What follows belongs to an exercise in optimizing a design on an open flow for small area, a short achievable clock period and few clock cycles per item; a production flow would make more cautious choices.
Function was not checked in any run shown here: the RTL went through the layout flow alone.

==> flow/design.v (outline; a module is shown in full before it is edited, if it fits) <==
// module Milestone1_convert: 267 lines
// module fir_sum: 144 lines
// module pix_sum: 409 lines
module Milestone1_convert (
	input  logic          Clock,
	input  logic          Resetn,
	input  logic          Enable,
	input  logic   [15:0] SRAM_read_data,
	input  logic          redo,
	output logic          SRAM_we_n,
	output logic   [17:0] SRAM_address,
	output logic   [15:0] SRAM_write_data,
	output logic          Finish
);
  // ...
==> flow/run.sh <==
#!/bin/bash
# synth_recipe.tcl (not shown) runs the flow's synth.tcl, then flattens the netlist and writes it again
# the make line also repeats each setting of config.mk as NAME=value (left out here)
make -C /OpenROAD-flow-scripts/flow DESIGN_CONFIG=/design/flow/config.mk WORK_HOME=/design/flow/orfs CLKGATE_MAP_FILE= SYNTH_SCRIPT=/design/flow/synth_recipe.tcl finish
==> flow/config.mk <==
export PLATFORM = sky130hd
export DESIGN_NAME = Milestone1_convert
export DESIGN_NICKNAME = Milestone1_convert
export VERILOG_FILES = /design/flow/design.v
export SDC_FILE = /design/flow/constraint.sdc
export NUM_CORES = 4
export LEC_CHECK = 0
export CAP_MARGIN = 20
export CORE_MARGIN = 2
export CORE_UTILIZATION = 40
export SLEW_MARGIN = 20
==> flow/constraint.sdc <==
create_clock -name core_clock -period 14.0 [get_ports {Clock}]
set_input_delay 2.8000 -clock core_clock [delete_from_list [all_inputs] [get_ports {Clock}]]
set_output_delay 2.8000 -clock core_clock [all_outputs]
set_load 0.01 [all_outputs]
==> results.yml, run 1 <==
placement:
  gp_congestion: 0.923
synthesis:
  synth_flop_cell: "dfxtp_1"
  ys_ff_latch: 440
  yosysTopAreaCellShare_pct: 20.6
  synth_fp_nets: 2948
  synth_compound_area_share_pct: 9.51
  synth_edf_count: 186
layout:
  mostFrequentLayoutCells: "inv_1, fa_1, dfxtp_1"
  num-clock-buffers: 64
  fill_cells: 6134
  multi_input_area_um2: 14400
  seq_share_pct: 35.4
  reg_top3: "su x48, sv x48, p_yt x23"
  post-route-util_pct: 45.0
hold_path:
  hold_end: "tag_b[1]$_DFF_P_"
floorplanning:
  dieArea_um2: 69800
  io_pins: 56
  start_util_pct: 40.3
routing:
  viasPerCell: 5.01
  wire_per_inst_um: 17.9
  vias: 17200
  drtIter0Drc: 1020
setup_path:
  crit_arrival_ns: 8.32
  path_depth: 25
  critPathKind: "register to register"
  crit_slowest_cell: "or3_1"
  critPathCapture: "p_yt[22]$_DFF_P_"
  worstSetupEndpointType: "register"
  cpPeakStageDelay_ns: 0.82
cts:
  htreeDepth: 2
  clk_pin_slew_worst_paths_ns: 0.06
  cts_tree: "yes"
sta:
  hold_viol_final: 0
  rsz0062_at_grt: "false"
  holdWs_ns: 0.329
outcome:
  status: "complete, no violations"
grt:
  track_usage_pct: 17.8
  grt_start_max_net_pins: 60
==> run 2: changes to the inputs <==
==> flow/flow/run.sh (new file) <==
#!/bin/bash
# Standard ORFS layout (standard.sh), with timing repair aimed at a setup
# margin below the design's clock period.  The SDC and clock are unchanged.
set -euo pipefail
bash standard.sh SETUP_SLACK_MARGIN=9.5 finish > orfs_make.log 2>&1
==> flow/standard.sh (new file) <==
#!/bin/bash
# synth_recipe.tcl (not shown) runs the flow's synth.tcl, then flattens the netlist and writes it again
# the make line also repeats each setting of config.mk as NAME=value (left out here)
make -C /OpenROAD-flow-scripts/flow DESIGN_CONFIG=/design/flow/config.mk WORK_HOME=/design/flow/orfs CLKGATE_MAP_FILE= SYNTH_SCRIPT=/design/flow/synth_recipe.tcl "${@:-finish}"
removed: flow/run.sh
==> run 2 against run 1 <==
Compared with the run above:
- wire length grew 2.8%
- setup slack gained 2.0 ns
- sequential share of layout area shrank 0.96 points
- via count grew 2.0%
- design area grew 3.0%
- synthesized area is the same
- largest cell class unchanged
- highest routed layer unchanged
==> results.yml, run 2 <==
setup_path:
  critPathCapture: "p_yt[22]$_DFF_P_"
  timing.rr.start: "ph[1]$_SDFF_PN1_"
  start_kind: "register"
  cp_max_fo: 6
  timing.rr.end: "p_yt[22]$_DFF_P_"
  cpPeakStageDelay_ns: 0.56
  crit_slowest_cell: "fa_1"
  crit_arrival_ns: 6.32
  required_ns: 14.45
  crit_path_start: "ph[1]$_SDFF_PN1_"
  worstSetupEndpointType: "register"
  cp_cell_sequence: "or2b_4 > or3_4 > mux2i_4 > ha_4 > inv_4 > ha_4 > inv_4 > fa_1 > fa_1 > fa_1 > inv_2 > ha_4 > o21ai_2 > nand2_1 > a21o_1 > and3_4 > o31a_1 > o311a_1 > o21a_1 > o21a_1 > o41ai_4 > o21ai_1"
  r2r_cells: 22
  critPathKind: "register to register"
  r2r_slack_ns: 8.13
layout:
  nets: 3068
  reg_top3: "su x48, sv x48, p_yt x23"
  drive_above_1_share_pct: 12.1
  layout_commonest_cell: "inv_1"
  mostFrequentLayoutCells: "inv_1, fa_1, dfxtp_1"
  diodes: 0
  area_growth_pct: 14.9
  stdcell_area_um2: 31100
grt:
  grt_antenna_before_repair: 0
  grt_pass1_vias: 18100
  use_met3_pct: 2.76
  grt_first_pass_wirelength_um: 99600
  overflow: 0
  grt_start_max_net_pins: 61
  track_usage_pct: 18.1
  met2_usage_pct: 30.8
  grt_util_met1_pct: 24.3
  grt_busiest_layer: "met2"
routing:
  drt_first_pass_iters: 6
  vias: 17500
  wire_per_inst_um: 18.0
  drc_errors: 0
  wl_um: 62900
  ant_nets: 0
  drtIter0Drc: 945
  viasPerCell: 5.03
synthesis:
  synth_most_common_cell: "inv_1"
  synth.area.top_cells: "edfxtp_1, fa_1, dfxtp_1, ha_1, inv_1"
  yosysTopAreaCell: "edfxtp_1"
  avgSynthCellArea_um2: 11.0
  ys_types: 88
  synth_flop_cell: "dfxtp_1"
  synth_fp_nets: 2948
  synthCells: 2452
  synth_edf_count: 186
  ys_ff_latch: 440
  synth.cell_area_um2: 27100
  yosysTopAreaCellShare_pct: 20.6
  synth_common_cells: "inv_1, fa_1, dfxtp_1, ha_1, edfxtp_1"
  synth_seq_area_share_pct: 39.4
  yosys_warnings: 3
  ys_async_sr_fraction_pct: 0.682
cts:
  htreeDepth: 2
  clk_pin_slew_worst_paths_ns: 0.06
  clock-sinks: 440
  clockRootBuffer: "clkbuf_16"
  clk_latency_ns: 0.60
  cts_tree: "yes"
  cts_buffers: 48
  cts_buffer_depth: 3
sta:
  fin_crit_ns: 5.87
  finalSetupTns_ns: 0
  rsz0062_at_grt: "true"
  fin_crit_sh_pct: 41.9
  hold_viol_final: 0
  setup_viol: 0
  maxSlewHeadroom_pct: 30.5
  max_freq_mhz: 170
  finClkSkew_ns: 0.0336
  holdWs_ns: 0.326
  drv_slew: 0
  fin_ws_ns: 8.13
  worst_pin_slew_ns: 1.04
floorplanning:
  num_rows: 95
  core_area_um2: 67200
  fp.dieW_um: 264
  dieArea_um2: 69800
  start_util_pct: 40.3
  io_pins: 56
  die_h_um: 264
placement:
  dp_slack_ns: 6.36
  gp_congestion: 0.933
  dpl.hpwl_um: 47600
  placed_area_um2: 28800
  io_buffers: 55
hold_path:
  hold_path.class: "register to register"
job:
  maxCapViolations: 0
outcome:
  status: "complete, no violations"
==> run 2: cell counts after synthesis <==
No cell type changed its count.
==> run 2: worst max-delay path: cells and delay by family (launching register included) <==
family	cells	cell delay, ns
AO/OA/AOI/OAI	8	1.74
multiplexers	1	0.24
buffers and inverters	3	0.13
adder cells (fa/ha/maj)	6	2.32
AND/OR/NAND/NOR	4	0.94
flip-flops	1	0.34
==> run 2: cells by family after synthesis <==
| family | share of synthesized area [%] |
|---|---|
| adder cells (fa/ha/maj) | 29.1 |
| buffers and inverters | 7.38 |
| multiplexers | 2.91 |
| AND/OR/NAND/NOR | 8.20 |
| XOR/XNOR | 3.49 |
| AO/OA/AOI/OAI | 9.51 |
| flip-flops | 39.4 |
==> run 2: what timing repair did <==
action | 4_1_cts | 5_1_grt
gates resized for setup | 61 | 24
buffers inserted | 34 | 20
pin swaps | 33 | 14
setup endpoints to repair | 54 | 47
endpoints found under the hold margin | 0 | 0
hold buffers | 0 | 0
cloned | 2 | 1
==> run 2: per-layer routing <==
metal / wire length, um / share of wire [%]
met1: 27800 / 44
met2: 30900 / 49
met3: 2780 / 4.4
met4: 1390 / 2.2
met5: 0 / 0
==> run 2: cell type report <==
class,instances,area (um^2)
well taps,873,1090
repair buffers,120,1070
repair inverters,1,8.76
clock buffers,71,1430
clock inverters,18,164
fillers,6004,36000
flip-flops and latches,440,10700
multi-input cells,1494,14900
inverters,467,1770
==> run 2: through the flow <==
stage | std cells | util [%]
6_report | 3484 | 46.4
3_3_place_gp | 3338 | 42.8
2_1_floorplan | 2452 | -
5_1_grt | 3484 | 46.4
3_5_place_dp | 3338 | 42.8
4_1_cts | 3463 | 46.0
==> run 2: worst min path at each step <==
stage	endpoint	depth (start not counted)	from	slack, ns
3_5_place_dp	tag_b[1]$_DFF_P_	0	tag_a[1]$_DFF_P_	0.31
4_1_cts	tag_b[1]$_DFF_P_	0	tag_a[1]$_DFF_P_	0.33
5_1_grt	tag_b[1]$_DFF_P_	0	tag_a[1]$_DFF_P_	0.34
6_report	tag_b[1]$_DFF_P_	0	tag_a[1]$_DFF_P_	0.33
2_1_floorplan	tag_b[0]$_DFF_P_	0	tag_a[0]$_DFF_P_	0.31
3_3_place_gp	tag_b[1]$_DFF_P_	0	tag_a[1]$_DFF_P_	0.31

-- what the ideal ports hide --
Ports are ideal in the flow. The routed layouts listed here were re-timed in OpenROAD.
Step 1 sets driving cells, clkbuf_16 on the clock port and buf_2 on the other inputs (assumed; they add their load-dependent delay and slew).
Step 2 moves the port delays by t, midway between the first and last clock arrival at a register: inputs arrive t later, outputs are due t later. That takes back most of the time a late clock gives input paths.
Slacks: ideal / step 1 / step 2; pairs: ideal / step 1.
run | t (ns) | setup slack, ns | worst setup path after step 2 | clock arrival spread, ns
run 1 | 0.629 | 6.120 / 6.120 / 6.120 | register to register | 0.029 / 0.029
run 2 | 0.637 | 8.130 / 8.130 / 8.130 | register to register | 0.035 / 0.035
After both steps every run listed still meets setup and hold.
